Source: an optimization exercise on an open RTL-to-GDS flow (aim: small area). Production flows keep margins and buffers that such runs may drop.
Power figures rest on the tool's default switching activity, not on a simulated workload.

==> flow/design.v <==
module Encoder(input [3:0]in, output reg [2:0]out);
	always @(in) begin
		if (in[3]) out <= 3'b111;
		else if (in[2]) out <= 3'b110;
		else if (in[1]) out <= 3'b101;
		else if (in[0]) out <= 3'b100;
		else out <= 3'b000;
	end
endmodule
module Key(input [3:0]KEY, input CLOCK_50, input reset, output reg [2:0]trackPressed, output reg prevValid);
	wire [2:0]enc;
	Encoder key_encoder({~KEY[1], ~KEY[0], ~KEY[3], ~KEY[2]}, enc);
	always @(posedge CLOCK_50) begin
		trackPressed <= reset ? 3'b000 : enc;
		prevValid <= reset ? 1'b0 : trackPressed[2];
	end
endmodule
module Switch(input [11:0]open, input [11:0]E, input CLOCK_50, input reset, output reg [11:0]pwm);
	localparam [11:0] RIGHT = 12'b0110_1001_0110;
	localparam [19:0] S62 = 20'h4ff2e, S72 = 20'h9a6dc, SEND = 20'hfa6b3;
	reg [19:0]lfsr;
	wire atEnd = lfsr == SEND;
	wire at62 = lfsr == S62;
	wire at72 = lfsr == S72;
	always @(posedge CLOCK_50) begin
		if (reset || atEnd) lfsr <= 20'd0;
		else lfsr <= {~lfsr[18:0], lfsr[19] ^ lfsr[16]};
	end
	wire [11:0]sel72 = open ^ RIGHT;
	integer i;
	always @(posedge CLOCK_50) begin
		for (i = 0; i < 12; i = i + 1) begin
			if (reset) pwm[i] <= 1'b0;
			else if (atEnd) pwm[i] <= pwm[i] | E[i];
			else if (sel72[i] ? at72 : at62) pwm[i] <= 1'b0;
		end
	end
endmodule
module TrainControlSystem(input [17:0]SW, input [3:0]KEY, input CLOCK_50, input reset, output [7:0]LEDG, output[11:0]LEDR, output [35:0]GPIO);
	parameter L1 = 0, L2 = 1, R3 = 2, R4 = 3;
	reg [1:0]P, Q, Lr, Rr;
	wire [2:0]trackPressed;
	wire trackPressedPrev;
	Key keys(KEY, CLOCK_50, reset, trackPressed, trackPressedPrev);
	assign LEDG[2:0] = trackPressed;
	wire [2:0]stationTrackSelector;
	Encoder station_track_encoder(SW[3:0], stationTrackSelector);
	assign LEDG[6:4] = stationTrackSelector;
	wire [1:0]s = stationTrackSelector[1:0];
	always @(posedge CLOCK_50) begin
		if (reset) begin
			P <= 2'd2; Q <= 2'd1; Lr <= 2'd1; Rr <= 2'd2;
		end else if (trackPressed[2] && !trackPressedPrev && stationTrackSelector[2]) begin
			case (trackPressed[1:0])
				L2: begin
					P <= s;
					if (Q == s) Q <= 2'd1;
					if (!s[1] || Lr[1]) Lr <= 2'd1;
				end
				R3: begin
					Q <= s;
					if (P == s) P <= 2'd2;
					if (s[1] || !Rr[1]) Rr <= 2'd2;
				end
				L1: begin
					Lr <= s;
					if (s[1] || !P[1]) P <= 2'd2;
				end
				R4: begin
					Rr <= s;
					if (!s[1] || Q[1]) Q <= 2'd1;
				end
			endcase
		end
	end
	assign LEDR[0] = Lr[1];
	assign LEDR[1] = !P[1];
	assign LEDR[2] = LEDR[1];
	assign LEDR[3] = LEDR[0];
	assign LEDR[4] = P == 2'd0 || Lr == 2'd0;
	assign LEDR[5] = P == 2'd3 || Lr == 2'd3;
	assign LEDR[6] = Q == 2'd0 || Rr == 2'd0;
	assign LEDR[7] = Q == 2'd3 || Rr == 2'd3;
	assign LEDR[8] = !Rr[1];
	assign LEDR[9] = Q[1];
	assign LEDR[10] = LEDR[9];
	assign LEDR[11] = LEDR[8];
	wire [11:0]pwm;
	Switch switches(LEDR, SW[17:6], CLOCK_50, reset, pwm);
	assign LEDG[3] = 1'b0;
	assign LEDG[7] = 1'b0;
	genvar g;
	generate for (g = 0; g < 12; g = g + 1) begin : gpio
		assign GPIO[2*g] = pwm[g];
		assign GPIO[2*g+1] = 1'b0;
	end endgenerate
	assign GPIO[35:24] = 12'd0;
endmodule
clock: 20.0 ns
lec_check: 0
cap_margin: 20
core_margin: 2
core_utilization: 40
slew_margin: 20
buffer_ports_args: -buffer_cell sky130_fd_sc_hd__buf_1
skip_repair_tie_fanout: 1
cts_args: -sink_clustering_enable -repair_clock_nets -dont_use_dummy_load -buf_list {sky130_fd_sc_hd__clkbuf_16} -sink_clustering_size 50 -sink_clustering_max_diameter 500
standard.sh (not shown) runs the stock make flow with config.mk's settings and CLKGATE_MAP_FILE= SYNTH_SCRIPT=/design/flow/synth_recipe.tcl, a recipe that flattens the netlist after the stock synthesis.
==> flow/flow/run.sh <==
#!/bin/bash
set -euo pipefail
cat >> config.mk <<'EOF'
export BUFFER_PORTS_ARGS = -buffer_cell sky130_fd_sc_hd__buf_1
export SKIP_REPAIR_TIE_FANOUT = 1
export CTS_ARGS = -sink_clustering_enable -repair_clock_nets -dont_use_dummy_load -buf_list {sky130_fd_sc_hd__clkbuf_16} -sink_clustering_size 50 -sink_clustering_max_diameter 500
EOF
bash standard.sh > standard.log 2>&1
Rerun with:
==> flow/flow/run.sh (replaced) <==
#!/bin/bash
set -euo pipefail
cat >> config.mk <<'EOF'
export BUFFER_PORTS_ARGS = -buffer_cell sky130_fd_sc_hd__buf_1
export SKIP_REPAIR_TIE_FANOUT = 1
export CTS_ARGS = -sink_clustering_enable -repair_clock_nets -dont_use_dummy_load -buf_list {sky130_fd_sc_hd__clkbuf_8}
EOF
bash standard.sh > standard.log 2>&1
Settings changed: CTS_ARGS -sink_clustering_enable -repair_clock_nets -dont_use_dummy_load -buf_list {sky130_fd_sc_hd__clkbuf_16} -sink_clustering_size 50 -sink_clustering_max_diameter 500 to -sink_clustering_enable -repair_clock_nets -dont_use_dummy_load -buf_list {sky130_fd_sc_hd__clkbuf_8}.
Effect: The new run completed with no timing, DRC or antenna violations. Via count grows by 0.44%. Hold slack gets worse by 5.0 ps. Total power drops by 13%. First-iteration DRC count climbs by 31%. Area after synthesis does not change. Non-clock buffer count stays the same. Fmax stays flat. Routed wire length decreases by 0.50%. Global-route usage goes down by 0.19 points.
Function was not checked in any run of this note: the RTL went through the layout flow alone.

==> afterwards: timing with drivers on the ports <==
In the flow no input, the clock included, has a driving cell. The finished layouts below were timed again as built, in two steps.
Step 1 assumes that a clkbuf_16 drives the clock port and a buf_2 every other input.
Step 2, shift: input delay + t, output delay - t, t = (earliest + latest rising clock arrival at the registers) / 2. This alone moves slack from input paths to output paths.
Slacks: no drivers / after step 1 / after step 2; pairs: no drivers / after step 1.
run	t (ns)	setup slack, ns	worst setup path after step 2
the first run	0.309	11.139 / 11.117 / 11.117	input to output
the second run	0.316	11.136 / 11.115 / 11.115	input to output
After both steps setup and hold are still met in every run listed. The setup slack of the first run, which loses most, moves by -0.022 ns with the drivers and by -0.022 ns with both steps.
